Context: an optimization exercise on an open-source flow, tuned for small area, a short achievable clock period and few clock cycles per item. The choices shown serve that exercise and are no tape-out recipe.
Function was not checked in any run shown here: the RTL went through the layout flow alone.
Power and IR drop assume default switching activity.

==> design/flow/design.v <==
module alu(
	output reg[15:0] data_out,
	output reg       valid_out,
	output reg       cmd_out,
	input [15:0]     data_in,
	input            valid_in,
	input            cmd_in,
	output reg       amm_read,
	output reg[7:0]  amm_address,
	input [7:0]      amm_readdata,
	input            amm_waitrequest,
	input [1:0]      amm_response,
	input clk,
	input rst_n
	);
	localparam D = 62;               
	reg        busy;                 
	reg        rx;                   
	reg        last;                 
	reg [5:0]  rem;                  
	reg        idx0, idx1;           
	reg [3:0]  op;
	reg        ee;                   
	reg        err;                  
	reg        dly;                  
	reg        b_v;                  
	reg        b_mem;                
	reg        b_iss;                
	reg        b_i1;                 
	reg [7:0]  b_val;
	reg [7:0]  stk [0:D-1];
	reg [5:0]  cnt;
	reg        pop;                  
	reg        infl_i1;              
	reg        rd_v;                 
	reg [7:0]  rd_q;
	reg [8:0]  bsum;                 
	reg [7:0]  v0r, v1r;             
	reg [11:0] ures;                 
	reg [11:0] acc;
	wire hdr_in  = !busy && !dly && !(valid_out && cmd_out) && valid_in && cmd_in;
	wire beat_in = busy && rx && valid_in;
	wire [3:0] h_op = data_in[11:8];
	wire [5:0] h_n  = data_in[5:0];
	wire h_ee = (h_n == 6'd0) || (h_op >= 4'd10) ||
	            (h_op[3:2] == 2'b01 && h_n != 6'd1) ||
	            (h_op[3:1] == 3'b100 && h_n != 6'd2);
	wire done_rd  = amm_read && !amm_waitrequest;
	wire rsp_err  = done_rd && (amm_response != 2'b00);
	wire err_n    = err || rsp_err;
	wire push     = b_mem && !b_iss && !err;
	wire head_ok  = (cnt != 6'd0) && !pop;
	wire new_mem  = beat_in && data_in[8] && !ee;
	wire port_free = !amm_read || !amm_waitrequest;
	wire can_iss   = busy && port_free && !err_n;
	wire src_b     = push;
	wire src_e     = !push && head_ok;
	wire src_d     = !push && !head_ok && new_mem;
	wire issue     = can_iss && (src_b || src_e || src_d);
	wire waiting   = push || head_ok || new_mem;
	wire reads_done = err_n || (!(amm_read && amm_waitrequest) && !waiting);
	wire beats_done = !rx || (last && valid_in);
	wire respond    = busy && beats_done && reads_done;
	wire hdr_go     = (respond && !o_add) || dly;
	wire       imm_now = beat_in && !new_mem;
	wire [7:0] d_in    = data_in[7:0];
	wire [7:0] r_in    = amm_readdata;
	function [11:0] pf_add;
		input [11:0] x, y;
		reg [11:0] g, t, gn, tn;
		integer i, d;
		begin
			g = x & y;
			t = x | y;
			for (d = 1; d < 12; d = d * 2) begin
				gn = g;
				tn = t;
				for (i = d; i < 12; i = i + 1) begin
					gn[i] = g[i] | (t[i] & g[i-d]);
					tn[i] = t[i] & t[i-d];
				end
				g = gn;
				t = tn;
			end
			pf_add = (x ^ {g[10:0], 1'b0}) ^ y;
		end
	endfunction
	wire [11:0] dr_sum = pf_add({4'h0, d_in}, {4'h0, r_in});
	wire [8:0]  bsum_n = (imm_now && done_rd) ? dr_sum[8:0] :
	                     imm_now ? {1'b0, d_in} : done_rd ? {1'b0, r_in} : 9'd0;
	wire [7:0] x0 = (done_rd && !infl_i1) ? r_in : (imm_now && idx0) ? d_in : v0r;
	wire [7:0] x1 = (done_rd &&  infl_i1) ? r_in : (imm_now && idx1) ? d_in : v1r;
	wire o_add = (op == 4'd0);
	wire o_and = (op == 4'd1);
	wire o_or  = (op == 4'd2);
	wire o_xor = (op == 4'd3);
	wire o_not = (op == 4'd4);
	wire o_inc = (op == 4'd5);
	wire o_dec = (op == 4'd6);
	wire o_neg = (op == 4'd7);
	wire o_shr = (op == 4'd8);
	wire o_shl = (op == 4'd9);
	reg  [7:0] x_all1, x_any1;             
	integer j;
	always @(*) begin
		x_all1[0] = 1'b1;
		x_any1[0] = 1'b0;
		for (j = 1; j < 8; j = j + 1) begin
			x_all1[j] = x_all1[j-1] & x0[j-1];
			x_any1[j] = x_any1[j-1] | x0[j-1];
		end
	end
	wire [11:0] x_inc = {3'h0, x_all1[7] & x0[7], x0 ^ x_all1};
	wire [11:0] x_dec = {{4{!(x_any1[7] | x0[7])}}, x0 ^ ~x_any1};
	wire [7:0]  x_neg = x0 ^ x_any1;
	wire [7:0]  x_shr = x0 >> x1;
	wire [7:0]  x_shl = x0 << x1;
	wire [11:0] ures_n = {4'h0, ({8{o_not}} & ~x0) | ({8{o_neg}} & x_neg) |
	                            ({8{o_shr}} & x_shr) | ({8{o_shl}} & x_shl)} |
	                     ({12{o_inc}} & x_inc) | ({12{o_dec}} & x_dec);
	wire [7:0] vb  = b_v  ? b_val : 8'h00;
	wire [7:0] vr  = rd_v ? rd_q  : 8'h00;
	wire [7:0] ab  = b_v  ? b_val : 8'hff;
	wire [7:0] ar  = rd_v ? rd_q  : 8'hff;
	wire [11:0] sum   = pf_add(acc, {3'h0, bsum});
	wire [7:0]  a_and = acc[7:0] & ab & ar;
	wire [7:0]  a_or  = acc[7:0] | vb | vr;
	wire [7:0]  a_xor = acc[7:0] ^ vb ^ vr;
	wire [11:0] acc_n = o_add ? sum :
	                    {4'h0, ({8{o_and}} & a_and) | ({8{o_or}} & a_or) | ({8{o_xor}} & a_xor)};
	wire [11:0] res = ({12{o_add}} & acc) |
	                  {4'h0, ({8{o_and}} & a_and) | ({8{o_or}} & a_or) | ({8{o_xor}} & a_xor)} |
	                  ({12{op[3] || op[2]}} & ures);
	integer k;
	always @(posedge clk) begin
		if (push) begin
			stk[0] <= b_val;
			if (!pop)
				for (k = 1; k < D; k = k + 1) stk[k] <= stk[k-1];
		end
		else if (pop) begin
			for (k = 0; k < D-1; k = k + 1) stk[k] <= stk[k+1];
		end
		b_val <= data_in[7:0];
		b_i1  <= idx1;
		rd_q  <= amm_readdata;
		bsum  <= bsum_n;
		v0r   <= x0;
		v1r   <= x1;
		ures  <= ures_n;
		data_out <= (valid_out && cmd_out) ? (err ? 16'h0bad : {4'h0, res})
		                                   : {11'h0, err_n, op};
		if (!(amm_read && amm_waitrequest)) begin
			amm_address <= src_b ? b_val : (src_e ? stk[0] : data_in[7:0]);
			infl_i1     <= src_b ? b_i1 : (src_e ? 1'b1 : idx1);
		end
		if (!rst_n) begin
			busy      <= 1'b0;
			rx        <= 1'b0;
			last      <= 1'b0;
			rem       <= 6'd0;
			idx0      <= 1'b0;
			idx1      <= 1'b0;
			op        <= 4'd0;
			ee        <= 1'b0;
			err       <= 1'b0;
			b_v       <= 1'b0;
			b_mem     <= 1'b0;
			b_iss     <= 1'b0;
			cnt       <= 6'd0;
			pop       <= 1'b0;
			rd_v      <= 1'b0;
			acc       <= 12'd0;
			amm_read  <= 1'b0;
			valid_out <= 1'b0;
			cmd_out   <= 1'b0;
			dly       <= 1'b0;
		end
		else begin
			if (hdr_in) begin
				busy <= 1'b1;
				rx   <= (h_n != 6'd0);
				last <= (h_n == 6'd1);
				rem  <= h_n;
				idx0 <= 1'b1;
				idx1 <= 1'b0;
				op   <= h_op;
				ee   <= h_ee;
				err  <= h_ee;
				acc  <= (h_op == 4'd1) ? 12'h0ff : 12'h000;
			end
			else begin
				acc <= acc_n;
				err <= err_n;
			end
			if (beat_in) begin
				rem  <= rem - 6'd1;
				last <= (rem == 6'd2);
				rx   <= !last;
				idx0 <= 1'b0;
				idx1 <= idx0;
			end
			b_v   <= beat_in && !(data_in[8] && !ee);
			b_mem <= new_mem;
			b_iss <= issue && src_d;
			cnt <= err ? 6'd0 : cnt + {5'd0, push} - {5'd0, pop};
			pop <= issue && !src_d;
			amm_read <= (amm_read && amm_waitrequest) || issue;
			rd_v     <= done_rd;
			if (respond) busy <= 1'b0;
			dly       <= respond && o_add;
			valid_out <= hdr_go || (valid_out && cmd_out);
			cmd_out   <= hdr_go;
		end
	end
endmodule
==> design/flow/flow/run.sh <==
#!/bin/bash
# The standard layout (standard.sh), with synthesis changed in two ways:
# adders are left to ABC as plain logic (no full/half-adder cells, ADDER_MAP_FILE
# empty), and ABC maps with a delay target (flow/synth.tcl). Registers and their
# names are those of the standard synthesis.
set -euo pipefail
here=$(pwd)
export MY_ABC_D=1200
bash standard.sh synth SYNTH_SCRIPT="$here/flow/synth.tcl" ADDER_MAP_FILE= > "$here/synth.log" 2>&1
bash standard.sh finish SYNTH_SCRIPT="$here/flow/synth.tcl" ADDER_MAP_FILE= > "$here/layout.log" 2>&1
test -f "$here/out/final.def"
==> design/flow/flow/synth.tcl <==
# The standard flow's synthesis script (synth_recipe.tcl), with one change: ABC maps with a
# delay target (the flow's speed script, -D on the mapper and the sizers).
proc synth {args} { yosys synth -nofsm -noshare {*}$args }
if {![info exists ::env(MY_ABC_D)]} { set ::env(MY_ABC_D) 1200 }
proc abc {args} {
  set i [lsearch -exact $args -script]
  if {$i >= 0} {
    set d $::env(MY_ABC_D)
    set s "+&get -n;&st;&dch;&nf -D $d;&st;&syn2;&if -g -K 6;&synch2;&nf -D $d;&st;&syn2;&if -g -K 6;&synch2;&nf -D $d;&put;buffer -c;topo;stime -c;upsize -c -D $d;dnsize -c -D $d"
    set args [lreplace $args $i [expr {$i + 1}] -script $s]
  }
  yosys abc {*}$args
}
source $::env(SCRIPTS_DIR)/synth.tcl
# left out here: clear keep_hierarchy, flatten, clean up, hide names made inside functions, write 1_2_yosys.v
==> design/flow/standard.sh <==
#!/bin/bash
# synth_recipe.tcl (not shown) runs the flow's synth.tcl, then flattens the netlist and writes it again
# the make line also repeats each setting of config.mk as NAME=value (left out here)
make -C /OpenROAD-flow-scripts/flow DESIGN_CONFIG=/design/flow/config.mk WORK_HOME=/design/flow/orfs CLKGATE_MAP_FILE= SYNTH_SCRIPT=/design/flow/synth_recipe.tcl "${@:-finish}"
==> design/flow/config.mk <==
export PLATFORM = sky130hd
export DESIGN_NAME = alu
export DESIGN_NICKNAME = alu
export VERILOG_FILES = /design/flow/design.v
export SDC_FILE = /design/flow/constraint.sdc
export NUM_CORES = 4
export LEC_CHECK = 0
export ABC_CLOCK_PERIOD_IN_PS = 1800
export CAP_MARGIN = 20
export CORE_MARGIN = 2
export CORE_UTILIZATION = 40
export SETUP_SLACK_MARGIN = 3.0
export SLEW_MARGIN = 20
==> design/flow/constraint.sdc <==
create_clock -name core_clock -period 5.0 [get_ports {clk}]
set_input_delay 1.0000 -clock core_clock [delete_from_list [all_inputs] [get_ports {clk}]]
set_output_delay 1.0000 -clock core_clock [all_outputs]
set_load 0.01 [all_outputs]
==> results of run 1 <==
==> report_power, final <==
part | total [mW] | switching (mW) | leakage (nW) | internal (mW)
sequential | 5.14 | 0.104 | 5.00 | 5.04
combinational | 1.10 | 0.574 | 4.41 | 0.527
clock | 4.94 | 1.99 | 1.10 | 2.95
==> cell families after synthesis <==
logic type,after synthesis
other cells,1
xor+xnor,41
buf+inv,213
flops,613
fa+ha+maj,2
simple gates,362
mux,982
compound gates,313
==> metal layers <==
| layer | track usage, % | routed length [um] |
|---|---|---|
| met2 | 27.5 | 28100 |
| met3 | 3.28 | 2830 |
| met5 | 0 | 0 |
| met1 | 21.5 | 28400 |
| met4 | 5.92 | 1550 |
==> layout make-up <==
class / instances / area (um2)
diodes: 1 / 2.50
clock buffers: 94 / 1950
clock inverters: 26 / 283
fillers: 6089 / 35100
inverters: 17 / 87.6
multi-input cells: 1709 / 15200
flip-flops and latches: 613 / 12500
well taps: 882 / 1100
repair buffers: 180 / 2120
repair inverters: 2 / 17.5
==> worst min-delay path by stage <==
stage                            startpoint            endpoint  slack, ns  cells after the start
after floorplan           idx1$_SDFFE_PN0P_        b_i1$_DFF_P_       0.33                      0
after global placement       dly$_SDFF_PN0_  cmd_out$_SDFF_PN0_       0.47                      1
after detailed placement     dly$_SDFF_PN0_  cmd_out$_SDFF_PN0_       0.48                      1
after CTS                 idx1$_SDFFE_PN0P_        b_i1$_DFF_P_       0.45                      0
after global routing      idx1$_SDFFE_PN0P_        b_i1$_DFF_P_       0.48                      0
final                     idx1$_SDFFE_PN0P_        b_i1$_DFF_P_       0.47                      0
==> critical path, delay by kind of cell <==
family | cells | cell delay (ns)
compound gates | 4 | 0.53
buf+inv | 5 | 0.72
mux | 1 | 0.12
simple gates | 3 | 0.76
==> Yosys cell counts (7+ instances only) <==
library cell and n:
or3_1 9, o21ai_1 9, o31ai_1 19, a221oi_1 14
nor2_1 115, nand3_1 23, clkbuf_1 117, mux2_2 12
buf_4 8, o221a_2 7, nor3_1 18, a21o_1 8
buf_1 49, a21oi_1 80, dfxtp_1 596, o22ai_1 13
edfxtp_1 17, inv_1 13, a31oi_1 21, mux2i_1 969
a21boi_0 18, nand2b_1 10, buf_2 20, nor2b_1 17
nand2_1 86, and2_1 21, o21ai_0 48, xnor2_1 20
nand4_1 19, a211oi_1 12, xor2_1 21
==> per-stage QoR <==
| stage | setup slack (ns) | hold slack [ns] | cells |
|---|---|---|---|
| floorplan | 2.06 | 0.326 | 2530 |
| global placement | 0.869 | 0.468 | 3296 |
| detailed placement | 0.813 | 0.476 | 3296 |
| CTS | 2.37 | 0.447 | 3495 |
| global route | 2.24 | 0.475 | 3523 |
| finish | 2.31 | 0.466 | 3524 |
==> sequential cells by signal, indices dropped and copies added (netlist names), 4 cells and up <==
| signal | flops |
|---|---|
| v1r | 8 |
| data_out | 12 |
| cnt | 6 |
| v0r | 8 |
| op | 4 |
| acc | 12 |
| rd_q | 8 |
| stk | 496 |
| bsum | 9 |
| ures | 10 |
| b_val | 8 |
| rem | 6 |
| amm_address | 8 |
==> timing repair <==
action                                  CTS  global route
pin swaps                                50            42
setup buffers                            59            25
resized for setup                       348            99
cloned                                   20             3
endpoints found under the setup margin  568           216
==> reports/metrics.cfg, run 1 <==
[setup_path]
slowest_delay_ns = 0.46
reg2reg_setup_slack_ns = 2.41
start_kind = primary input
cp_cell_sequence = buf_8, or3b_4, buf_4, buf_4, nor2_4, a31oi_4, buf_6, buf_4, mux2i_1, o22ai_1, and3_1, o22ai_1, o22ai_1
cp_slowest_cell = or3b_4
worstSetupEndpoint = ures[6]$_DFF_P_
reg2reg_to = ures[6]$_DFF_P_
crit_start = amm_waitrequest
cp_max_fo = 6
end_kind = flip-flop
cp_data_required_time_ns = 5.45
rr_startpoint = idx1$_SDFFE_PN0P_
crit_type = in -> reg
ff2ff_path_depth = 11
crit_arrival_ns = 3.14

[logic_synthesis]
yosys.area_share.xor_xnor_pct = 1.31
yosysTopAreaCellShare_pct = 43.4
synth-simple-area-share_pct = 6.56
synth_seq_cells = 613
synth_edf_count = 17
synthTopCellsByArea = dfxtp_1 (43%), mux2i_1 (35%), edfxtp_1 (1.9%)
synthFlopType = dfxtp_1
async_flop_share_pct = 0
syn_area_um2 = 27500
synth_top_family_by_area = multiplexers
syn_avg_cell_area_um2 = 10.9
synth-adder-area-share_pct = 0.0728
synth_compound_area_share_pct = 7.84
muxShareOfSynthArea_pct = 35.8
yosys_warnings = 2
yosysSeqAreaShare_pct = 45.2
ys_types = 87
synth_area_leader_cell = dfxtp_1
syn_inst = 2527

[grt]
antenna_found_initial = 1
grt_pass1_vias = 19000
grt_pass1_wl_um = 97300
track_usage_pct = 16.6
grt-ovfl-total = 0
grt_max_degree = 68

[detailed_routing]
viasPerCell = 5.46
drt_wl_total_um = 60900
ant_nets = 0
wl_per_cell_um = 17.3
route.detailed.drc = 0
vias = 19300
dr.pass1.iters = 5
drtIter0Drc = 1029

[sta]
finalCritPeriodShare_pct = 53.8
fin_skew_ns = 0.0233
setup_violations = 0
fin_crit_ns = 2.69
hold_viol = 0
max_slew.worst_pin.slew_ns = 0.799
setup-tns-final_ns = 0
grt_setup_unrepaired = true
max_slew_margin_pct = 46.7
slew_viol_final = 0
clock.fmax_mhz = 372

[place]
gp_congestion = 0.859
place.port_buffers = 49
dp_hpwl_um = 36000
dpl_cell_area_um2 = 28800

[floorplanning]
fp.coreArea_um2 = 68300
dieArea_um2 = 70900
rows = 96
die_h_um = 266
dieWidth_um = 266
initial_utilization_pct = 40.2
ios = 58

[cells_and_area]
final_common_cell = mux2i_1
syn_to_final_growth_pct = 20.8
drive_above_1_share_pct = 17.9
finalInstanceArea_um2 = 33200
final_nets = 2622
mostFrequentLayoutCells = mux2i_1 (964), dfxtp_1 (572), nor2_1 (97), nand2_1 (77)
fin_util_pct = 48.6

[pwr]
p_leak_nw = 10.5
p_per_area_nw_per_um2 = 337
ir_drop_v = 0.000193
power.total_mw = 11.2

[job]
drv_cap = 0

[clock_network]
clock_path_buffers = 3
clk_pin_slew_worst_paths_ns = 0.06
cts_root_buf = clkbuf_16
cts_sinks = 613
numCtsBuffers = 68
cts-hold-fix-buffers = 0
cts_tree = done
htree_levels = 3
clk_latency_ns = 0.60

[run_status]
status = timing/DRC/antenna clean

[min_path]
hold_path_class = reg -> reg

==> inputs of run 2 (changes only) <==
--- a/design/flow/config.mk
+++ b/design/flow/config.mk
@@ -9,5 +9,7 @@
 export CAP_MARGIN = 20
 export CORE_MARGIN = 2
 export CORE_UTILIZATION = 40
+export CTS_CLUSTER_DIAMETER = 60
+export CTS_CLUSTER_SIZE = 24
 export SETUP_SLACK_MARGIN = 3.0
 export SLEW_MARGIN = 20
==> run 2 against run 1 <==
Clock skew is 0.020 ns higher. Still clean. Final area is 2.0% lower. Largest power group unchanged. Non-clock buffer count down 9. Critical endpoint unchanged. Flip-flop and latch count is the same. Global-route usage down 0.20 points.
==> reports/metrics.cfg, run 2 <==
[run_status]
status = timing/DRC/antenna clean

[logic_synthesis]
yosys.area_share.xor_xnor_pct = 1.31  ; unchanged
synth_compound_area_share_pct = 7.84  ; unchanged
yosysTopAreaCellShare_pct = 43.4  ; unchanged
synth-adder-area-share_pct = 0.0728  ; unchanged
synth_top_family_by_area = multiplexers
synthTopCellsByArea = dfxtp_1 (43%), mux2i_1 (35%), edfxtp_1 (1.9%)
syn_avg_cell_area_um2 = 10.9  ; unchanged
synth.most_common_cell = mux2i_1
muxShareOfSynthArea_pct = 35.8  ; unchanged
synth_area_leader_cell = dfxtp_1
yosys-top-cells-count = mux2i_1 (969), dfxtp_1 (596), clkbuf_1 (117)
synth_edf_count = 17  ; unchanged
synth_seq_cells = 613  ; unchanged
async_flop_share_pct = 0  ; unchanged
syn_inst = 2527  ; unchanged
ys_types = 87  ; unchanged
synthFlopType = dfxtp_1
yosys_warnings = 2  ; unchanged
yosysSeqAreaShare_pct = 45.2  ; unchanged
synth-simple-area-share_pct = 6.56  ; unchanged
syn_area_um2 = 27500  ; unchanged

[grt]
grt-ovfl-total = 0  ; unchanged
antenna_found_initial = 0  ; -1
grt_max_degree = 81  ; +19%
grt_pass1_wl_um = 96800  ; -0.54%
grt_pass1_vias = 18800  ; -1.0%
track_usage_pct = 16.4  ; -0.20 points

[job]
drv_cap = 0  ; unchanged

[clock_network]
clock_path_buffers = 3  ; unchanged
htree_levels = 2  ; -1
cts_sinks = 613  ; unchanged
cts-hold-fix-buffers = 0  ; unchanged
clk_pin_slew_worst_paths_ns = 0.08  ; +0.02 ns
cts_root_buf = clkbuf_16
numCtsBuffers = 48  ; -29%
clk_latency_ns = 0.63  ; +0.03 ns
cts_tree = done

[setup_path]
cp_cell_sequence = buf_8, and2b_4, buf_8, o31ai_4, a31oi_4, nor4_4, buf_4, buf_6, bufbuf_16, nand3_1, o21ai_0, o22ai_1, o22ai_1
crit_arrival_ns = 3.17  ; +0.03 ns
reg2reg_to = ures[6]$_DFF_P_
crit_type = in -> reg
critPathTopFamily = buffers and inverters
cp_max_fo = 7  ; +1
reg2reg_setup_slack_ns = 2.43  ; +0.02 ns
end_kind = flip-flop
path_buf_inv = 5  ; unchanged
slowest_delay_ns = 0.29  ; -0.17 ns
rr_startpoint = infl_i1$_DFFE_PN_
start_kind = primary input
cp_data_required_time_ns = 5.53  ; +0.08 ns
cp_slowest_cell = nor4_4
ff2ff_path_depth = 10  ; -1

[floorplanning]
dieWidth_um = 266  ; unchanged
fp.coreArea_um2 = 68300  ; unchanged
die_h_um = 266  ; unchanged
initial_utilization_pct = 40.2  ; unchanged
rows = 96  ; unchanged
dieArea_um2 = 70900  ; unchanged
ios = 58  ; unchanged

[min_path]
worstHoldPathCells = 2  ; +2
min_from = acc[11]$_SDFF_PP0_
min_to = data_out[11]$_SDFF_PN0_
hold_path_class = reg -> reg

[sta]
grt_setup_unrepaired = true
slew_viol_final = 0  ; unchanged
fin_crit_ns = 2.64  ; -0.0538 ns
fin_skew_ns = 0.0430  ; +0.0197 ns
setup-tns-final_ns = 0  ; unchanged
finalCritPeriodShare_pct = 52.7  ; -1.1 points
hold_viol = 0  ; unchanged
max_slew_margin_pct = 46.8  ; about the same
fin_ws_ns = 2.36  ; +0.0538 ns
setup_violations = 0  ; unchanged
clock.fmax_mhz = 379  ; +2.0%
max_slew.worst_pin.slew_ns = 0.799  ; -0.000607 ns

[cells_and_area]
final_common_cell = mux2i_1
n_fill_cell = 6131  ; +0.69%
drive_above_1_share_pct = 16.8  ; -1.1 points
final_nets = 2594  ; -1.1%
largest_register = stk
syn_to_final_growth_pct = 18.4
largest_reg_flops = 496  ; unchanged
mostFrequentLayoutCells = mux2i_1 (964), dfxtp_1 (572), nor2_1 (101), nand2_1 (78), buf_4 (77)
reg_top3 = stk (496), acc (12), data_out (12)
fin_util_pct = 47.6  ; -0.98 points

[pwr]
p_int_mw = 7.56  ; -11%
clock_power_share_pct = 40.4  ; -3.8 points
power.share.switching_pct = 27.1  ; +3.3 points
share_comb_of_total_power_pct = 10.1  ; +0.3 points
seqPwrFrac_pct = 49.5  ; +3.5 points
power_switching_mw = 2.81  ; +5.4%
p_per_area_nw_per_um2 = 319  ; -5.4%
ir_drop_v = 0.000217  ; +12%
p_leak_nw = 10.2  ; -3.0%

[detailed_routing]
dr.pass1.iters = 5  ; unchanged
wl_per_cell_um = 17.0  ; -1.5%
route.detailed.drc = 0  ; unchanged
vias = 19000  ; -1.4%
viasPerCell = 5.45  ; -0.30%
drt_wl_total_um = 59300  ; -2.5%
drtIter0Drc = 1101  ; +7.0%
ant_nets = 0  ; unchanged

[place]
place_ws_ns = 0.813  ; unchanged
dp_hpwl_um = 36000  ; unchanged
place.port_buffers = 49  ; unchanged
gp_congestion = 0.859  ; unchanged

## run 2: cell count changes in the layout (fill, tap and decap cells not counted), moves of 4 or more
cell       before  now
clkbuf_8       11    1
inv_8           0    9
mux2i_4         0    4
mux2i_2         5    1
buf_4          71   77
nor2_1         97  101
clkinv_8        2    9
clkbuf_16      71   48
buf_6          43   33
clkbuf_1       13    0
clkinv_2       13    4
inv_16          2    7
## run 2: worst max-delay path by stage
stage / slack (ns) / startpoint / cells after the start / endpoint
detailed placement: 0.81 / amm_waitrequest / 9 / ures[1]$_DFF_P_
finish: 2.36 / data_in[8] / 13 / ures[6]$_DFF_P_
global route: 2.32 / data_in[8] / 13 / ures[0]$_DFF_P_
CTS: 2.43 / data_in[0] / 10 / bsum[7]$_DFF_P_
global placement: 0.87 / data_in[8] / 11 / ures[5]$_DFF_P_
floorplan: 2.06 / amm_waitrequest / 9 / ures[5]$_DFF_P_
## run 2: tightest hold or removal path, stage by stage (launching register included)
cell	delay [ns]
dfxtp_1	0.33
nand2_1	0.06
a21oi_1	0.06
## run 2: routing by layer
metal	routed length, um	up-vias	global-route usage, %
li1	-	9366	-
met2	27500	270	27.4
met5	0	-	0
met3	2270	96	2.92
met1	28200	9253	21.8
met4	1390	0	4.46
## run 2: cells by family (layout without fill, tap and decap cells)
| family | count (synthesis) | in the layout |
|---|---|---|
| buffers and inverters | 213 | 280 |
| adder cells (fa/ha/maj) | 2 | 2 |
| other | 1 | 5 |
| AND/OR/NAND/NOR | 362 | 367 |
| flip-flops | 613 | 613 |
| multiplexers | 982 | 982 |
| XOR/XNOR | 41 | 41 |
| AO/OA/AOI/OAI | 313 | 314 |
## run 2: layout make-up
cell class,count,area [um2],area share (%)
sequential,613,12500,38.4
multi-input combinational,1710,15100,46.4
clock inverter,41,563,1.73
inverter,17,91.3,0.281
timing repair inverter,2,17.5,0.0538
timing repair buffer,171,1960,6.02
antenna,1,2.50,0.00769
clock buffer,49,1210,3.73
tap,882,1100,3.39
## run 2: through the flow
step	hold WS [ns]	instances	area, um2	power [mW]
after floorplan	0.326	2530	27800	5.77
after global placement	0.468	3296	28800	5.96
after detailed placement	0.476	3296	28800	5.98
after CTS	0.450	3467	32100	10.5
after global routing	0.473	3485	32500	10.8
final	0.484	3486	32500	10.4
## run 2: power groups by stage
stage / registers, mW / clock network (mW) / logic, mW
after floorplan: 5.21 / 0 / 0.560
after CTS: 5.13 / 4.35 / 0.972
after detailed placement: 5.24 / 0 / 0.741
after global placement: 5.23 / 0 / 0.729
after global routing: 5.15 / 4.53 / 1.11
final: 5.13 / 4.19 / 1.04
## run 2: repair_timing
action                                  in CTS  in global routing
resized for setup                          354                 68
endpoints found under the hold margin        0                  0
pin swaps                                   49                 37
endpoints found under the setup margin     568                201
gates cloned                                22                  0
buffers inserted                            59                 18
==> inputs of run 3 (changes only) <==
--- a/design/flow/design.v
+++ b/design/flow/design.v
@@ -34,7 +34,7 @@
 	reg        infl_i1;              
 	reg        rd_v;                 
 	reg [7:0]  rd_q;
-	reg [8:0]  bsum;                 
+	reg        rd_i1;                
 	reg [7:0]  v0r, v1r;             
 	reg [11:0] ures;                 
 	reg [11:0] acc;
@@ -61,45 +61,30 @@
 	wire reads_done = err_n || (!(amm_read && amm_waitrequest) && !waiting);
 	wire beats_done = !rx || (last && valid_in);
 	wire respond    = busy && beats_done && reads_done;
-	wire hdr_go     = (respond && !o_add) || dly;
-	wire       imm_now = beat_in && !new_mem;
-	wire [7:0] d_in    = data_in[7:0];
-	wire [7:0] r_in    = amm_readdata;
-	function [11:0] pf_add;
-		input [11:0] x, y;
-		reg [11:0] g, t, gn, tn;
-		integer i, d;
-		begin
-			g = x & y;
-			t = x | y;
-			for (d = 1; d < 12; d = d * 2) begin
-				gn = g;
-				tn = t;
-				for (i = d; i < 12; i = i + 1) begin
-					gn[i] = g[i] | (t[i] & g[i-d]);
-					tn[i] = t[i] & t[i-d];
-				end
-				g = gn;
-				t = tn;
-			end
-			pf_add = (x ^ {g[10:0], 1'b0}) ^ y;
-		end
-	endfunction
-	wire [11:0] dr_sum = pf_add({4'h0, d_in}, {4'h0, r_in});
-	wire [8:0]  bsum_n = (imm_now && done_rd) ? dr_sum[8:0] :
-	                     imm_now ? {1'b0, d_in} : done_rd ? {1'b0, r_in} : 9'd0;
-	wire [7:0] x0 = (done_rd && !infl_i1) ? r_in : (imm_now && idx0) ? d_in : v0r;
-	wire [7:0] x1 = (done_rd &&  infl_i1) ? r_in : (imm_now && idx1) ? d_in : v1r;
-	wire o_add = (op == 4'd0);
+	wire hdr_go     = (respond && o_log) || dly;
 	wire o_and = (op == 4'd1);
 	wire o_or  = (op == 4'd2);
 	wire o_xor = (op == 4'd3);
+	wire o_log = o_and || o_or || o_xor;
 	wire o_not = (op == 4'd4);
 	wire o_inc = (op == 4'd5);
 	wire o_dec = (op == 4'd6);
 	wire o_neg = (op == 4'd7);
 	wire o_shr = (op == 4'd8);
 	wire o_shl = (op == 4'd9);
+	wire [7:0] vb  = b_v  ? b_val : 8'h00;
+	wire [7:0] vr  = rd_v ? rd_q  : 8'h00;
+	wire [7:0] ab  = b_v  ? b_val : 8'hff;
+	wire [7:0] ar  = rd_v ? rd_q  : 8'hff;
+	wire [11:0] sum   = acc + {4'h0, vb} + {4'h0, vr};
+	wire [7:0]  a_and = acc[7:0] & ab & ar;
+	wire [7:0]  a_or  = acc[7:0] | vb | vr;
+	wire [7:0]  a_xor = acc[7:0] ^ vb ^ vr;
+	wire [11:0] acc_n = o_log ? {4'h0, ({8{o_and}} & a_and) | ({8{o_or}} & a_or) |
+	                                  ({8{o_xor}} & a_xor)}
+	                          : sum;
+	wire [7:0] x0 = (b_v && !b_i1) ? b_val : (rd_v && !rd_i1) ? rd_q : v0r;
+	wire [7:0] x1 = (b_v &&  b_i1) ? b_val : (rd_v &&  rd_i1) ? rd_q : v1r;
 	reg  [7:0] x_all1, x_any1;             
 	integer j;
 	always @(*) begin
@@ -118,19 +103,7 @@
 	wire [11:0] ures_n = {4'h0, ({8{o_not}} & ~x0) | ({8{o_neg}} & x_neg) |
 	                            ({8{o_shr}} & x_shr) | ({8{o_shl}} & x_shl)} |
 	                     ({12{o_inc}} & x_inc) | ({12{o_dec}} & x_dec);
-	wire [7:0] vb  = b_v  ? b_val : 8'h00;
-	wire [7:0] vr  = rd_v ? rd_q  : 8'h00;
-	wire [7:0] ab  = b_v  ? b_val : 8'hff;
-	wire [7:0] ar  = rd_v ? rd_q  : 8'hff;
-	wire [11:0] sum   = pf_add(acc, {3'h0, bsum});
-	wire [7:0]  a_and = acc[7:0] & ab & ar;
-	wire [7:0]  a_or  = acc[7:0] | vb | vr;
-	wire [7:0]  a_xor = acc[7:0] ^ vb ^ vr;
-	wire [11:0] acc_n = o_add ? sum :
-	                    {4'h0, ({8{o_and}} & a_and) | ({8{o_or}} & a_or) | ({8{o_xor}} & a_xor)};
-	wire [11:0] res = ({12{o_add}} & acc) |
-	                  {4'h0, ({8{o_and}} & a_and) | ({8{o_or}} & a_or) | ({8{o_xor}} & a_xor)} |
-	                  ({12{op[3] || op[2]}} & ures);
+	wire [11:0] res = o_log ? acc_n : (op[3] || op[2]) ? ures : acc;
 	integer k;
 	always @(posedge clk) begin
 		if (push) begin
@@ -144,7 +117,7 @@
 		b_val <= data_in[7:0];
 		b_i1  <= idx1;
 		rd_q  <= amm_readdata;
-		bsum  <= bsum_n;
+		rd_i1 <= infl_i1;
 		v0r   <= x0;
 		v1r   <= x1;
 		ures  <= ures_n;
@@ -208,7 +181,7 @@
 			amm_read <= (amm_read && amm_waitrequest) || issue;
 			rd_v     <= done_rd;
 			if (respond) busy <= 1'b0;
-			dly       <= respond && o_add;
+			dly       <= respond && !o_log;
 			valid_out <= hdr_go || (valid_out && cmd_out);
 			cmd_out   <= hdr_go;
 		end
==> design/flow/flow/run.sh (replaced) <==
#!/bin/bash
# The standard layout (standard.sh), with synthesis changed in two ways:
# adders are left to ABC as plain logic (no full/half-adder cells, ADDER_MAP_FILE
# empty), and ABC maps for delay with light area recovery (flow/synth.tcl). Registers and their
# names are those of the standard synthesis.
set -euo pipefail
here=$(pwd)

bash standard.sh synth SYNTH_SCRIPT="$here/flow/synth.tcl" ADDER_MAP_FILE= > "$here/synth.log" 2>&1
bash standard.sh finish SYNTH_SCRIPT="$here/flow/synth.tcl" ADDER_MAP_FILE= > "$here/layout.log" 2>&1
test -f "$here/out/final.def"
==> design/flow/flow/synth.tcl (replaced) <==
# The standard flow's synthesis script (synth_recipe.tcl), with one change: ABC maps with a
# script that maps for delay with a single light area-recovery pass.
proc synth {args} { yosys synth -nofsm -noshare {*}$args }
proc abc {args} {
  set i [lsearch -exact $args -script]
  if {$i >= 0} {
    set s "+&get -n;&st;&syn2;&if -g -K 6;&synch2;&dch;&nf -R 0 -F 1;&put;buffer -c;topo;stime -c;upsize -c;dnsize -c"
    set args [lreplace $args $i [expr {$i + 1}] -script $s]
  }
  yosys abc {*}$args
}
source $::env(SCRIPTS_DIR)/synth.tcl
# left out here: clear keep_hierarchy, flatten, clean up, hide names made inside functions, write 1_2_yosys.v
==> run 3 against run 2 <==
Non-clock buffer count fell by 8. Final area fell by 3.0%. Flip-flop and latch count fell by 8. Synthesized area fell by 3.2%. Count of clock-buffer cells in the layout rose by 2. Maximum frequency rose by 4.7%. Sequential power fell by 3%.
==> reports/metrics.cfg, run 3 <==
[clock_network]
cts_tree = done
htree_levels = 2  ; unchanged
clock_path_buffers = 3  ; unchanged
cts-hold-fix-buffers = 0  ; unchanged
clk_latency_ns = 0.62  ; about the same
cts_sinks = 605  ; -1.3%
cts_root_buf = clkbuf_16
numCtsBuffers = 47  ; -2.1%
clk_pin_slew_worst_paths_ns = 0.06  ; -0.02 ns

[detailed_routing]
vias = 18100  ; -4.6%
wl_per_cell_um = 17.2  ; +1.0%
ant_nets = 0  ; unchanged
route.detailed.drc = 0  ; unchanged
drtIter0Drc = 832  ; -24%
viasPerCell = 5.35  ; -1.8%
drt_wl_total_um = 58300  ; -1.8%
dr.pass1.iters = 5  ; unchanged

[logic_synthesis]
synthTopCellsByArea = dfxtp_1 (44%), mux2i_1 (36%), edfxtp_1 (1.9%)
yosysSeqAreaShare_pct = 46.1  ; +0.90 points
synth_edf_count = 17  ; unchanged
yosysTopAreaCellShare_pct = 44.2  ; +0.84 points
synth.most_common_cell = mux2i_1
yosys-top-cells-count = mux2i_1 (966), dfxtp_1 (588), nor2_1 (122)
syn_inst = 2421  ; -4.2%
syn_area_um2 = 26600  ; -3.2%
syn_avg_cell_area_um2 = 11.0  ; +1.0%
synthFlopType = dfxtp_1
ys_types = 91  ; +4.6%
synth_seq_cells = 605  ; -1.3%
yosys_warnings = 2  ; unchanged
synth_area_leader_cell = dfxtp_1
async_flop_share_pct = 0  ; unchanged

[grt]
grt_pass1_vias = 18100  ; -3.8%
grt-ovfl-total = 0  ; unchanged
grt_max_degree = 71  ; -12%
grt_pass1_wl_um = 93000  ; -3.9%
antenna_found_initial = 0  ; unchanged
track_usage_pct = 16.5  ; +0.041 points

[setup_path]
crit_arrival_ns = 2.97  ; -0.20 ns
crit_type = reg -> reg
start_kind = flip-flop
end_kind = flip-flop
cp_max_fo = 8  ; +1
cp_slowest_cell = or4_4
cp_data_required_time_ns = 5.46  ; -0.07 ns
cp_cell_sequence = buf_4, nand2b_4, a21oi_2, a21o_2, inv_4, or4_4, a21boi_2, o21ai_2, o32ai_2, nand2_1
slowest_delay_ns = 0.55  ; +0.26 ns

[pwr]
ir_drop_v = 0.000272  ; +25%
p_leak_nw = 10.0  ; -1.6%
p_per_area_nw_per_um2 = 302  ; -5.0%

[place]
gp_congestion = 0.902  ; +5.1%
dpl_cell_area_um2 = 27900  ; -3.0%
place.port_buffers = 49  ; unchanged
dp.cells = 3201  ; -2.9%
dp_hpwl_um = 35600  ; -1.1%

[run_status]
status = timing/DRC/antenna clean

[cells_and_area]
mostFrequentLayoutCells = mux2i_1 (966), dfxtp_1 (557), nor2_1 (105), nand2_1 (90), a21oi_1 (77)
largest_reg_flops = 496  ; unchanged
diodes = 0  ; -1
syn_to_final_growth_pct = 18.7
drive_above_1_share_pct = 17.6  ; +0.80 points
finalInstanceArea_um2 = 31600  ; -3.0%
final_nets = 2516  ; -3.0%
reg_top3 = stk (496), acc (12), data_out (12)
fin_cells = 3388  ; -2.8%
final_common_cell = mux2i_1
largest_register = stk

[floorplanning]
ios = 58  ; unchanged
dieWidth_um = 262  ; -1.6%
rows = 94  ; -2.1%
die_h_um = 262  ; -1.6%
dieArea_um2 = 68600  ; -3.2%
fp.coreArea_um2 = 65900  ; -3.6%
initial_utilization_pct = 40.4  ; +0.18 points

[sta]
setup-tns-final_ns = 0  ; unchanged
clock.fmax_mhz = 397  ; +4.7%
setup_violations = 0  ; unchanged
fin_skew_ns = 0.0265  ; -0.0165 ns
fin_crit_ns = 2.52  ; -0.119 ns
grt_setup_unrepaired = true
hold_viol = 0  ; unchanged
max_slew.worst_pin.slew_ns = 0.744  ; -0.0548 ns
max_slew_margin_pct = 50.4  ; +3.7 points
slew_viol_final = 0  ; unchanged
finalCritPeriodShare_pct = 50.3  ; -2.4 points

[job]
drv_cap = 0  ; unchanged

[min_path]
hold_path_class = reg -> reg

[run 3: changes by cell type in the layout (fill, tap and decap cells not counted), moves of 11 or more]
cell / delta
clkdlybuf4s50_1: +14
o21ai_0: -11
buf_4: -13
a21boi_0: -15
nand4_1: -14
a31oi_4: -13
nand2_1: +12
a221oi_1: -11
xor2_1: -14
dfxtp_1: -15
[run 3: layer usage]
layer | GRT usage [%] | share of wire [%] | wire length (um)
met2 | 28.2 | 48 | 28000
met1 | 21.3 | 46 | 26700
met5 | 0 | 0 | 0
met4 | 4.90 | 2.6 | 1530
met3 | 2.79 | 3.5 | 2050
[run 3: path summary, 6_finish.rpt]
check	startpoint	endpoint	slack (ns)	depth (start not counted)
worst min-delay path	infl_i1$_DFFE_PN_	rd_i1$_DFF_P_	0.36	0
worst min register to register	infl_i1$_DFFE_PN_	rd_i1$_DFF_P_	0.36	0
worst max-delay path	rd_v$_SDFF_PN0_	ures[7]$_DFF_P_	2.48	10
worst max register to register	rd_v$_SDFF_PN0_	ures[7]$_DFF_P_	2.48	10
[run 3: logic make-up after synthesis]
group,synth area share (%)
DFF,46.1
and+or+nand+nor,6.47
buffers and inverters,2.75
muxes,36.7
xor gates and xnor gates,1.40
AOI/OAI and AO/OA,6.56
other,0.0141
[run 3: repair_timing]
action / in CTS / in global routing
setup endpoints to repair: 574 / 446
setup buffers: 45 / 36
cloned: 11 / 7
resized for setup: 279 / 103
pin swaps: 43 / 49
[run 3: final cells by class]
| class | instances | area [um2] |
|---|---|---|
| clock buffer | 51 | 1230 |
| clock inverter | 37 | 459 |
| fill | 6032 | 34300 |
| inverter | 24 | 143 |
| multi-input combinational | 1641 | 14400 |
| sequential | 605 | 12300 |
| tap | 864 | 1080 |
| timing repair buffer | 163 | 1890 |
| timing repair inverter | 3 | 22.5 |
[run 3: critical path, delay by kind of cell, from the launching register on]
family	cells	cell delay [ns]
buf+inv	2	0.24
simple gates	3	0.80
flops	1	0.46
compound gates	5	0.86
[run 3: power breakdown]
group	internal, mW	switching (mW)
combinational	0.223	0.314
clock	2.02	2.01
sequential	4.91	0.0773
[run 3: per-stage QoR]
stage / hold WS [ns] / total power [mW] / utilization (%) / setup slack (ns)
finish: 0.363 / 9.55 / 48.0 / 2.48
CTS: 0.366 / 9.65 / 46.7 / 2.54
detailed placement: 0.340 / 5.52 / 42.4 / 1.88
global route: 0.370 / 9.95 / 48.0 / 2.38
global placement: 0.326 / 5.52 / 42.4 / 1.85
floorplan: 0.323 / 5.35 / - / 2.77
==> inputs of run 4 (changes only) <==
--- a/design/flow/design.v
+++ b/design/flow/design.v
@@ -29,6 +29,7 @@
 	reg        b_i1;                 
 	reg [7:0]  b_val;
 	reg [7:0]  stk [0:D-1];
+	reg        pol;                  
 	reg [5:0]  cnt;
 	reg        pop;                  
 	reg        infl_i1;              
@@ -50,6 +51,10 @@
 	wire err_n    = err || rsp_err;
 	wire push     = b_mem && !b_iss && !err;
 	wire head_ok  = (cnt != 6'd0) && !pop;
+	wire s_up     = pop && !push;    
+	wire s_dn     = push && !pop;    
+	wire s_hd     = push == pop;     
+	wire s_hd0    = !push && !pop;
 	wire new_mem  = beat_in && data_in[8] && !ee;
 	wire port_free = !amm_read || !amm_waitrequest;
 	wire can_iss   = busy && port_free && !err_n;
@@ -106,14 +111,12 @@
 	wire [11:0] res = o_log ? acc_n : (op[3] || op[2]) ? ures : acc;
 	integer k;
 	always @(posedge clk) begin
-		if (push) begin
-			stk[0] <= b_val;
-			if (!pop)
-				for (k = 1; k < D; k = k + 1) stk[k] <= stk[k-1];
-		end
-		else if (pop) begin
-			for (k = 0; k < D-1; k = k + 1) stk[k] <= stk[k+1];
-		end
+		stk[0] <= ~(({8{s_up}} & stk[1]) | ({8{push}} & (b_val ^ {8{pol}})) |
+		            ({8{s_hd0}} & stk[0]));
+		for (k = 1; k < D-1; k = k + 1)
+			stk[k] <= ~(({8{s_up}} & stk[k+1]) | ({8{s_dn}} & stk[k-1]) |
+			            ({8{s_hd}} & stk[k]));
+		stk[D-1] <= ~(({8{s_dn}} & stk[D-2]) | ({8{s_hd}} & stk[D-1]));
 		b_val <= data_in[7:0];
 		b_i1  <= idx1;
 		rd_q  <= amm_readdata;
@@ -124,7 +127,7 @@
 		data_out <= (valid_out && cmd_out) ? (err ? 16'h0bad : {4'h0, res})
 		                                   : {11'h0, err_n, op};
 		if (!(amm_read && amm_waitrequest)) begin
-			amm_address <= src_b ? b_val : (src_e ? stk[0] : data_in[7:0]);
+			amm_address <= src_b ? b_val : (src_e ? (stk[0] ^ {8{pol}}) : data_in[7:0]);
 			infl_i1     <= src_b ? b_i1 : (src_e ? 1'b1 : idx1);
 		end
 		if (!rst_n) begin
@@ -142,6 +145,7 @@
 			b_iss     <= 1'b0;
 			cnt       <= 6'd0;
 			pop       <= 1'b0;
+			pol       <= 1'b0;
 			rd_v      <= 1'b0;
 			acc       <= 12'd0;
 			amm_read  <= 1'b0;
@@ -178,6 +182,7 @@
 			b_iss <= issue && src_d;
 			cnt <= err ? 6'd0 : cnt + {5'd0, push} - {5'd0, pop};
 			pop <= issue && !src_d;
+			pol <= !pol;
 			amm_read <= (amm_read && amm_waitrequest) || issue;
 			rd_v     <= done_rd;
 			if (respond) busy <= 1'b0;
--- a/design/flow/flow/run.sh
+++ b/design/flow/flow/run.sh
@@ -1,7 +1,7 @@
 #!/bin/bash
 # The standard layout (standard.sh), with synthesis changed in two ways:
 # adders are left to ABC as plain logic (no full/half-adder cells, ADDER_MAP_FILE
-# empty), and ABC maps for delay with light area recovery (flow/synth.tcl). Registers and their
+# empty), and ABC maps with its own script (flow/synth.tcl). Registers and their
 # names are those of the standard synthesis.
 set -euo pipefail
 here=$(pwd)
==> design/flow/flow/synth.tcl (replaced) <==
# The standard flow's synthesis script (synth_recipe.tcl), with one change: ABC maps with a
# script that maps with SAT-based area-oriented matching (&nf -a) and pin permutation.
proc synth {args} { yosys synth -nofsm -noshare {*}$args }
proc abc {args} {
  set i [lsearch -exact $args -script]
  if {$i >= 0} {
    set s "+&get -n;&st;&dch;&nf -a -p;&put;buffer -c;topo;stime -c;upsize -c;dnsize -c"
    set args [lreplace $args $i [expr {$i + 1}] -script $s]
  }
  yosys abc {*}$args
}
source $::env(SCRIPTS_DIR)/synth.tcl
# left out here: clear keep_hierarchy, flatten, clean up, hide names made inside functions, write 1_2_yosys.v
==> run 4 against run 3 <==
Utilization grew 4.7 points. Synthesized area down 11%. Global-route usage up 2.8 points. Synthesized cell count increased by 0.29%. Maximum frequency up 0.55%. Die area fell by 10%. Clock skew is 0.0051 ns higher. Count of clock-buffer cells in the layout decreased by 6. Register-to-register slack is essentially flat. Critical path depth is 1 higher. Power is 83% higher. Sequential power up 84%. Largest cell class unchanged. Largest power group unchanged.
==> reports/metrics.cfg, run 4 <==
[run_status]
status = timing/DRC/antenna clean

[cells_and_area]
final_nets = 2540  ; +0.95%
drive_above_1_share_pct = 28.1  ; +11 points
finalInstanceArea_um2 = 31000  ; -1.8%
mostFrequentLayoutCells = dfxtp_1 (571), a22o_1 (485), a21oi_1 (284), a21oi_2 (244), nand2_1 (95)
diodes = 0  ; unchanged
final_common_cell = dfxtp_1
reg_top3 = stk (496), acc (12), data_out (12)
syn_to_final_growth_pct = 30.2
largest_reg_flops = 496  ; unchanged
largest_register = stk

[pwr]
power.total_mw = 17.5  ; +83%
seqPwrFrac_pct = 52.5  ; +0.3 points
power_switching_mw = 6.15  ; +160%
power.share.switching_pct = 35.1  ; +9.9 points
p_int_mw = 11.4  ; +59%
share_comb_of_total_power_pct = 25.7  ; +20 points
p_per_area_nw_per_um2 = 565  ; +87%
clock_power_share_pct = 21.8  ; -20 points
p_leak_nw = 12.2  ; +21%
ir_drop_v = 0.000395  ; +45%

[logic_synthesis]
synth_seq_cells = 606  ; +0.17%
syn_area_um2 = 23800  ; -11%
synth.most_common_cell = dfxtp_1
yosys-top-cells-count = dfxtp_1 (597), a21oi_1 (541), a22o_1 (485)
async_flop_share_pct = 0  ; unchanged
yosys_warnings = 2  ; unchanged
synthTopCellsByArea = dfxtp_1 (50%), a22o_1 (18%), a21oi_1 (11%)
yosysSeqAreaShare_pct = 51.3  ; +5.2 points
syn_inst = 2428  ; +0.29%
yosysTopAreaCellShare_pct = 50.2  ; +5.9 points
synth_edf_count = 9  ; -8
ys_types = 82  ; -9.9%
syn_avg_cell_area_um2 = 9.81  ; -11%
synthFlopType = dfxtp_1
synth_area_leader_cell = dfxtp_1

[grt]
grt-ovfl-total = 0  ; unchanged
grt_pass1_wl_um = 97200  ; +4.6%
antenna_found_initial = 1  ; +1
grt_max_degree = 117  ; +65%
track_usage_pct = 19.2  ; +2.8 points
grt_pass1_vias = 18600  ; +2.9%

[setup_path]
cp_data_required_time_ns = 5.46  ; about the same
crit_arrival_ns = 2.96  ; about the same
cp_cell_sequence = buf_6, and3b_2, o31ai_4, nor4_4, buf_6, buf_8, and3_4, a31oi_2, o2111ai_2, a31oi_2, o211ai_2
cp_max_fo = 7  ; -1
cp_slowest_cell = dfxtp_4
slowest_delay_ns = 0.38  ; -0.17 ns
start_kind = flip-flop
end_kind = flip-flop
crit_type = reg -> reg
ff2ff_path_depth = 11  ; +1

[sta]
max_slew_margin_pct = 37.0  ; -13 points
finalCritPeriodShare_pct = 50.1  ; -0.28 points
hold_viol = 0  ; unchanged
grt_setup_unrepaired = true
clock.fmax_mhz = 400  ; +0.55%
slew_viol_final = 0  ; unchanged
max_slew.worst_pin.slew_ns = 0.938  ; +0.195 ns
fin_ws_ns = 2.50  ; +0.0139 ns
fin_skew_ns = 0.0316  ; +0.00510 ns
hold_slack_ns = 0.350  ; -0.0127 ns
setup_violations = 0  ; unchanged
fin_crit_ns = 2.50  ; -0.0139 ns
setup-tns-final_ns = 0  ; unchanged

[detailed_routing]
drtIter0Drc = 1769  ; +110%
vias = 20400  ; +13%
drt_wl_total_um = 74600  ; +28%
viasPerCell = 6.16  ; +15%
ant_nets = 0  ; unchanged
dr.pass1.iters = 5  ; unchanged
wl_per_cell_um = 22.5  ; +31%
route.detailed.drc = 0  ; unchanged

[floorplanning]
initial_utilization_pct = 40.4  ; about the same
ios = 58  ; unchanged
die_h_um = 248  ; -5.3%
dieWidth_um = 248  ; -5.3%
fp.coreArea_um2 = 58900  ; -11%
dieArea_um2 = 61500  ; -10%
rows = 89  ; -5.3%

[place]
gp_congestion = 0.882  ; -2.2%
place_ws_ns = 1.59  ; -0.296 ns
dp_hpwl_um = 30500  ; -14%
dpl_cell_area_um2 = 24700  ; -12%
place.port_buffers = 49  ; unchanged

[clock_network]
cts_root_buf = clkbuf_16
clk_latency_ns = 0.63  ; about the same
cts_sinks = 606  ; +0.17%
htree_levels = 2  ; unchanged
numCtsBuffers = 43  ; -8.5%
cts_tree = done
clk_pin_slew_worst_paths_ns = 0.09  ; +0.03 ns
clock_path_buffers = 3  ; unchanged

[min_path]
hold_path_class = reg -> reg
worstHoldPathCells = 0  ; unchanged

[job]
drv_cap = 0  ; unchanged

-- run 4: cell types whose count changed after synthesis, sizes merged, moves of 22 or more --
cell	delta
mux2i	-962
nor2	-47
clkbuf	+38
buf	+22
a22o	+483
a21oi	+448
-- run 4: metal layers --
| metal | GRT usage (%) | up-vias | routed length, um |
|---|---|---|---|
| met5 | 0 | - | 13 |
| met4 | 6.87 | 2 | 2290 |
| met3 | 3.29 | 143 | 4350 |
| met2 | 31.5 | 652 | 35000 |
| met1 | 25.5 | 10200 | 33000 |
| li1 | - | 9368 | - |
-- run 4: repair_timing --
item                       in CTS  in global routing
gates cloned                   24                 67
buffers inserted               66                 27
hold buffers                    0                  0
gates resized for setup       241                376
setup endpoints to repair     582                539
pin swaps                      39                242
-- run 4: cell type report --
type                            instances  area, um2
Inverter                               15       60.1
Clock buffer                           45       1100
Tap cell                              773        967
Timing Repair Buffer                  244       3830
Sequential cell                       606      12300
Multi-Input combinational cell       1599      12300
Clock inverter                         31        420
Fill cell                            5025      27900
-- run 4: logic make-up after synthesis --
kind of cell | Yosys count | share of synthesized area, %
XOR/XNOR | 60 | 2.62
adder cells (fa/ha/maj) | 1 | 0.0473
buffers and inverters | 229 | 4.32
AO/OA/AOI/OAI | 1203 | 34.7
AND/OR/NAND/NOR | 323 | 6.72
flip-flops | 606 | 51.3
other | 1 | 0.0157
multiplexers | 5 | 0.231
-- run 4: worst max-delay path: cells and delay by family, from the launching register on --
kind,cells,cell delay (ns)
AOI/OAI and AO/OA,5,1.04
and+or+nand+nor,3,0.51
DFF,1,0.38
buffers and inverters,3,0.42
-- run 4: metrics by stage --
stage	util [%]	instances
after floorplan	-	2431
after global placement	41.9	3053
after detailed placement	41.9	3053
after CTS	47.3	3219
after global routing	52.6	3313
final	52.6	3313
-- run 4: final timing paths --
check                                       end         startpoint  slack, ns
worst max-delay path            ures[7]$_DFF_P_    rd_v$_SDFF_PN0_       2.50
worst min-delay path              rd_i1$_DFF_P_  infl_i1$_DFFE_PN_       0.35
worst max register to register  ures[7]$_DFF_P_    rd_v$_SDFF_PN0_       2.50
worst min register to register    rd_i1$_DFF_P_  infl_i1$_DFFE_PN_       0.35
-- run 4: power groups by stage --
stage          combinational (mW)  clock (mW)  sequential, mW
2_1_floorplan                2.52           0            8.43
3_3_place_gp                 2.87           0            8.85
3_5_place_dp                 3.01           0            8.95
4_1_cts                      3.43        3.87            8.86
5_1_grt                      4.88        4.06            9.46
6_report                     4.50        3.82            9.20
==> inputs of run 5 (changes only) <==
--- a/design/flow/design.v
+++ b/design/flow/design.v
@@ -23,7 +23,6 @@
 	reg        ee;                   
 	reg        err;                  
 	reg        dly;                  
-	reg        b_v;                  
 	reg        b_mem;                
 	reg        b_iss;                
 	reg        b_i1;                 
@@ -33,14 +32,14 @@
 	reg [5:0]  cnt;
 	reg        pop;                  
 	reg        infl_i1;              
-	reg        rd_v;                 
-	reg [7:0]  rd_q;
-	reg        rd_i1;                
 	reg [7:0]  v0r, v1r;             
+	reg [7:0]  vbg, vrg;             
 	reg [11:0] ures;                 
 	reg [11:0] acc;
-	wire hdr_in  = !busy && !dly && !(valid_out && cmd_out) && valid_in && cmd_in;
+	wire hdr_in  = idle && valid_in && cmd_in;
 	wire beat_in = busy && rx && valid_in;
+	wire idle    = !busy && !dly && !(valid_out && cmd_out);
+	wire imm_now = beat_in && !(data_in[8] && !ee);    
 	wire [3:0] h_op = data_in[11:8];
 	wire [5:0] h_n  = data_in[5:0];
 	wire h_ee = (h_n == 6'd0) || (h_op >= 4'd10) ||
@@ -77,19 +76,13 @@
 	wire o_neg = (op == 4'd7);
 	wire o_shr = (op == 4'd8);
 	wire o_shl = (op == 4'd9);
-	wire [7:0] vb  = b_v  ? b_val : 8'h00;
-	wire [7:0] vr  = rd_v ? rd_q  : 8'h00;
-	wire [7:0] ab  = b_v  ? b_val : 8'hff;
-	wire [7:0] ar  = rd_v ? rd_q  : 8'hff;
-	wire [11:0] sum   = acc + {4'h0, vb} + {4'h0, vr};
-	wire [7:0]  a_and = acc[7:0] & ab & ar;
-	wire [7:0]  a_or  = acc[7:0] | vb | vr;
-	wire [7:0]  a_xor = acc[7:0] ^ vb ^ vr;
-	wire [11:0] acc_n = o_log ? {4'h0, ({8{o_and}} & a_and) | ({8{o_or}} & a_or) |
-	                                  ({8{o_xor}} & a_xor)}
-	                          : sum;
-	wire [7:0] x0 = (b_v && !b_i1) ? b_val : (rd_v && !rd_i1) ? rd_q : v0r;
-	wire [7:0] x1 = (b_v &&  b_i1) ? b_val : (rd_v &&  rd_i1) ? rd_q : v1r;
+	wire [11:0] sum   = acc + {4'h0, vbg} + {4'h0, vrg};
+	wire [7:0]  a_or  = acc[7:0] | vbg | vrg;
+	wire [7:0]  a_xor = acc[7:0] ^ vbg ^ vrg;
+	wire [7:0]  a_log = o_xor ? a_xor : a_or;
+	wire [11:0] acc_n = o_log ? {4'h0, a_log} : sum;
+	wire [7:0] x0 = v0r;
+	wire [7:0] x1 = v1r;
 	reg  [7:0] x_all1, x_any1;             
 	integer j;
 	always @(*) begin
@@ -108,7 +101,7 @@
 	wire [11:0] ures_n = {4'h0, ({8{o_not}} & ~x0) | ({8{o_neg}} & x_neg) |
 	                            ({8{o_shr}} & x_shr) | ({8{o_shl}} & x_shl)} |
 	                     ({12{o_inc}} & x_inc) | ({12{o_dec}} & x_dec);
-	wire [11:0] res = o_log ? acc_n : (op[3] || op[2]) ? ures : acc;
+	wire [11:0] res = o_log ? {4'h0, a_log ^ {8{o_and}}} : (op[3] || op[2]) ? ures : acc;
 	integer k;
 	always @(posedge clk) begin
 		stk[0] <= ~(({8{s_up}} & stk[1]) | ({8{push}} & (b_val ^ {8{pol}})) |
@@ -119,10 +112,10 @@
 		stk[D-1] <= ~(({8{s_dn}} & stk[D-2]) | ({8{s_hd}} & stk[D-1]));
 		b_val <= data_in[7:0];
 		b_i1  <= idx1;
-		rd_q  <= amm_readdata;
-		rd_i1 <= infl_i1;
-		v0r   <= x0;
-		v1r   <= x1;
+		v0r   <= (imm_now && idx0) ? data_in[7:0] : (done_rd && !infl_i1) ? amm_readdata : v0r;
+		v1r   <= (imm_now && idx1) ? data_in[7:0] : (done_rd &&  infl_i1) ? amm_readdata : v1r;
+		vbg   <= imm_now ? data_in[7:0] ^ {8{o_and}} : 8'h00;
+		vrg   <= done_rd ? amm_readdata ^ {8{o_and}} : 8'h00;
 		ures  <= ures_n;
 		data_out <= (valid_out && cmd_out) ? (err ? 16'h0bad : {4'h0, res})
 		                                   : {11'h0, err_n, op};
@@ -140,13 +133,11 @@
 			op        <= 4'd0;
 			ee        <= 1'b0;
 			err       <= 1'b0;
-			b_v       <= 1'b0;
 			b_mem     <= 1'b0;
 			b_iss     <= 1'b0;
 			cnt       <= 6'd0;
 			pop       <= 1'b0;
 			pol       <= 1'b0;
-			rd_v      <= 1'b0;
 			acc       <= 12'd0;
 			amm_read  <= 1'b0;
 			valid_out <= 1'b0;
@@ -164,12 +155,10 @@
 				op   <= h_op;
 				ee   <= h_ee;
 				err  <= h_ee;
-				acc  <= (h_op == 4'd1) ? 12'h0ff : 12'h000;
 			end
-			else begin
-				acc <= acc_n;
+			else
 				err <= err_n;
-			end
+			acc <= idle ? 12'h000 : acc_n;
 			if (beat_in) begin
 				rem  <= rem - 6'd1;
 				last <= (rem == 6'd2);
@@ -177,14 +166,12 @@
 				idx0 <= 1'b0;
 				idx1 <= idx0;
 			end
-			b_v   <= beat_in && !(data_in[8] && !ee);
 			b_mem <= new_mem;
 			b_iss <= issue && src_d;
 			cnt <= err ? 6'd0 : cnt + {5'd0, push} - {5'd0, pop};
 			pop <= issue && !src_d;
 			pol <= !pol;
 			amm_read <= (amm_read && amm_waitrequest) || issue;
-			rd_v     <= done_rd;
 			if (respond) busy <= 1'b0;
 			dly       <= respond && !o_log;
 			valid_out <= hdr_go || (valid_out && cmd_out);
==> run 5 against run 4 <==
Global-route usage fell by 1.6 points. Still clean. Via count grew 1.6%. Synthesized cell count is 2.8% lower. Setup slack better by 0.33 ns. First-iteration DRC count up 15%. Flip-flop and latch count rose by 5.
==> reports/metrics.cfg, run 5 <==
[grt]
grt_max_degree = 118  ; +0.85%
grt-ovfl-total = 0  ; unchanged
antenna_found_initial = 0  ; -1
track_usage_pct = 17.6  ; -1.6 points
grt_pass1_vias = 17500  ; -6.0%
grt_pass1_wl_um = 92300  ; -5.0%

[pwr]
p_per_area_nw_per_um2 = 490  ; -13%
clock_power_share_pct = 24.5  ; +2.7 points
power_switching_mw = 5.15  ; -16%
power.total_mw = 15.6  ; -11%
power.share.switching_pct = 33.1  ; -2.0 points
share_comb_of_total_power_pct = 20.9  ; -4.8 points
p_leak_nw = 12.7  ; +4.1%
p_int_mw = 10.4  ; -8.3%
seqPwrFrac_pct = 54.6  ; +2.1 points
ir_drop_v = 0.000295  ; -25%

[cells_and_area]
largest_reg_flops = 496  ; unchanged
largest_register = stk
syn_to_final_growth_pct = 32.9
final_common_cell = dfxtp_1
final_nets = 2558  ; +0.71%
drive_above_1_share_pct = 25.8  ; -2.3 points
diodes = 0  ; unchanged
fin_cells = 3329  ; +0.48%
reg_top3 = stk (496), acc (12), data_out (12)
mostFrequentLayoutCells = dfxtp_1 (563), a22o_1 (478), a21oi_1 (384), a21oi_2 (140), clkbuf_16 (122)

[place]
dp.cells = 2988  ; -2.1%
dp_hpwl_um = 27700  ; -9.2%
gp_congestion = 0.851  ; -3.5%
place.port_buffers = 49  ; unchanged

[sta]
fin_crit_ns = 2.18  ; -0.328 ns
grt_setup_unrepaired = true
setup_violations = 0  ; unchanged
hold_viol = 0  ; unchanged
slew_viol_final = 0  ; unchanged
setup-tns-final_ns = 0  ; unchanged
clock.fmax_mhz = 460  ; +15%
finalCritPeriodShare_pct = 43.5  ; -6.6 points
fin_skew_ns = 0.0227  ; -0.00890 ns
max_slew_margin_pct = 42.5  ; +5.4 points
max_slew.worst_pin.slew_ns = 0.862  ; -0.0764 ns

[floorplanning]
ios = 58  ; unchanged
rows = 89  ; unchanged
dieArea_um2 = 61800  ; +0.44%
dieWidth_um = 249  ; +0.22%
die_h_um = 249  ; +0.22%
initial_utilization_pct = 40.5  ; about the same
fp.coreArea_um2 = 59100  ; +0.38%

[logic_synthesis]
yosysTopAreaCellShare_pct = 49.0  ; -1.1 points
ys_types = 69  ; -16%
syn_inst = 2360  ; -2.8%
yosys-top-cells-count = dfxtp_1 (586), a21oi_1 (530), a22o_1 (480)
synth_area_leader_cell = dfxtp_1
syn_area_um2 = 23900  ; +0.45%
synth_edf_count = 25  ; +16
syn_avg_cell_area_um2 = 10.1  ; +3.3%
yosysSeqAreaShare_pct = 52.2  ; +0.86 points
synth_seq_cells = 611  ; +0.83%
synthFlopType = dfxtp_1
yosys_warnings = 2  ; unchanged
synthTopCellsByArea = dfxtp_1 (49%), a22o_1 (18%), a21oi_1 (11%)
synth.most_common_cell = dfxtp_1
async_flop_share_pct = 0  ; unchanged

[setup_path]
slowest_delay_ns = 0.43  ; +0.05 ns
cp_slowest_cell = or3b_4
cp_max_fo = 10  ; +3
path_buf_inv = 4  ; +1
cp_num_cells = 8  ; -3
cp_cell_sequence = or3b_4, and2_4, nor2_4, buf_12, buf_16, buf_8, clkbuf_16, a21oi_1
critPathTopFamily = simple AND/OR/NAND/NOR gates
crit_type = reg -> reg
ff2ff_path_depth = 8  ; -3
cp_data_required_time_ns = 5.50  ; +0.04 ns
end_kind = flip-flop
crit_arrival_ns = 2.68  ; -0.28 ns
start_kind = flip-flop

[min_path]
worstHoldPathCells = 1  ; +1
hold_path_class = reg -> reg

[detailed_routing]
viasPerCell = 6.23  ; +1.1%
wl_per_cell_um = 24.2  ; +7.3%
route.detailed.drc = 0  ; unchanged
drt_wl_total_um = 80400  ; +7.8%
ant_nets = 0  ; unchanged
vias = 20700  ; +1.6%
dr.pass1.iters = 7  ; +2
drtIter0Drc = 2026  ; +15%

[clock_network]
cts_root_buf = clkbuf_16
cts-hold-fix-buffers = 0  ; unchanged
cts_sinks = 611  ; +0.83%
clock_path_buffers = 3  ; unchanged
htree_levels = 2  ; unchanged
clk_latency_ns = 0.62  ; about the same
numCtsBuffers = 41  ; -4.7%
cts_tree = done
clk_pin_slew_worst_paths_ns = 0.09  ; about the same

[run_status]
status = timing/DRC/antenna clean

[job]
drv_cap = 0  ; unchanged

[run 5: changes by cell type after synthesis, sizes merged, moves of 14 or more]
cell    change
mux2       +16
xnor2      +17
clkbuf     -29
nor2       +31
nand3      -20
nand2      -49
buf        +22
edfxtp     +16
a21oi      -14
[run 5: worst paths after layout]
path | slack, ns | start | to
max | 2.82 | err$_SDFF_PN0_ | stk[43][7]$_DFF_P_
min | 0.45 | stk[61][4]$_DFF_P_ | stk[61][4]$_DFF_P_
max reg2reg | 2.82 | err$_SDFF_PN0_ | stk[43][7]$_DFF_P_
min reg2reg | 0.45 | stk[61][4]$_DFF_P_ | stk[61][4]$_DFF_P_
[run 5: area by class of cell]
| type | instances | area [um2] |
|---|---|---|
| clock buffer | 47 | 1120 |
| clock inverter | 25 | 358 |
| fill | 4810 | 27300 |
| inverter | 4 | 15.0 |
| multi-input combinational | 1545 | 11500 |
| sequential | 611 | 12500 |
| tap | 773 | 967 |
| timing repair buffer | 324 | 5350 |
[run 5: timing repair]
item                       4_1_cts  5_1_grt
setup buffers                   57       49
resized for setup              250      324
gates cloned                    28      135
hold endpoints to repair         0        0
pin swaps                       35      177
setup endpoints to repair      617      588
[run 5: metal layers]
metal | vias up | global-route usage, % | part of all wire, % | routed length, um
li1 | 9293 | - | - | -
met1 | 10400 | 23.9 | 43 | 34800
met2 | 836 | 28.9 | 46 | 37200
met3 | 214 | 2.40 | 6.8 | 5490
met4 | 0 | 5.77 | 3.6 | 2930
met5 | - | 0 | 0 | 0
[run 5: worst register-to-register path: cells and delay by family (launching register included)]
family / cells / cell delay (ns)
and+or+nand+nor: 3 / 1.00
buffers and inverters: 4 / 0.63
DFF: 1 / 0.36
AOI/OAI and AO/OA: 1 / 0.07
[run 5: power by group through the flow]
stage	clock, mW	combinational, mW	sequential, mW
floorplan	0	1.85	7.96
global placement	0	2.11	8.28
detailed placement	0	2.22	8.38
CTS	3.85	2.38	8.27
global route	4.06	3.52	8.71
finish	3.82	3.25	8.51
[run 5: kinds of logic after synthesis]
family,Yosys count,synth area share (%)
fa+ha+maj,8,0.335
buf+inv,211,4.86
mux,21,0.967
flops,611,52.2
simple gates,269,5.34
other cells,1,0.0157
compound gates,1162,33.0
xor+xnor,77,3.32
[run 5: stage by stage]
stage          hold WS (ns)  utilization (%)  setup slack (ns)  cell area (um2)
2_1_floorplan         0.397                -              2.52            24000
3_3_place_gp          0.416             41.5              1.63            24500
3_5_place_dp          0.422             41.5              1.68            24500
4_1_cts               0.452             46.5              2.83            27500
5_1_grt               0.464             53.8              2.78            31800
6_report              0.451             53.8              2.82            31800

## separate check: timing with driven ports
The results above use ideal ports. As a check the final layouts listed here were re-extracted and re-timed, cells and wires unchanged.
Step 1 sets driving cells, clkbuf_16 on the clock port and buf_2 on the other inputs (assumed; they add their load-dependent delay and slew).
Step 2 times the ports against the registers' clock, not the clock port: input delays grow and output delays shrink by t, the midpoint of the rising clock arrivals with the driver on.
a / b / c = ideal / step 1 / step 2; a / b = the first two.
| run | t (ns) | setup slack, ns | worst hold slack (ns) | cell pins on the clock port's net |
|---|---|---|---|---|
| run 1 | 0.644 | 2.311 / 2.329 / 1.685 | 0.466 / 0.466 / 0.466 | 1 |
| run 2 | 0.670 | 2.365 / 2.387 / 1.716 | 0.484 / 0.484 / 0.484 | 1 |
| run 3 | 0.656 | 2.483 / 2.483 / 2.377 | 0.363 / 0.363 / 0.363 | 1 |
| run 4 | 0.672 | 2.497 / 2.497 / 2.432 | 0.350 / 0.350 / 0.350 | 1 |
| run 5 | 0.668 | 2.825 / 2.805 / 2.333 | 0.451 / 0.451 / 0.451 | 1 |
After both steps setup and hold are still met in every run listed. For run 2, which loses most, drivers alone change the setup slack by +0.022 ns; drivers and shift together by -0.649 ns.
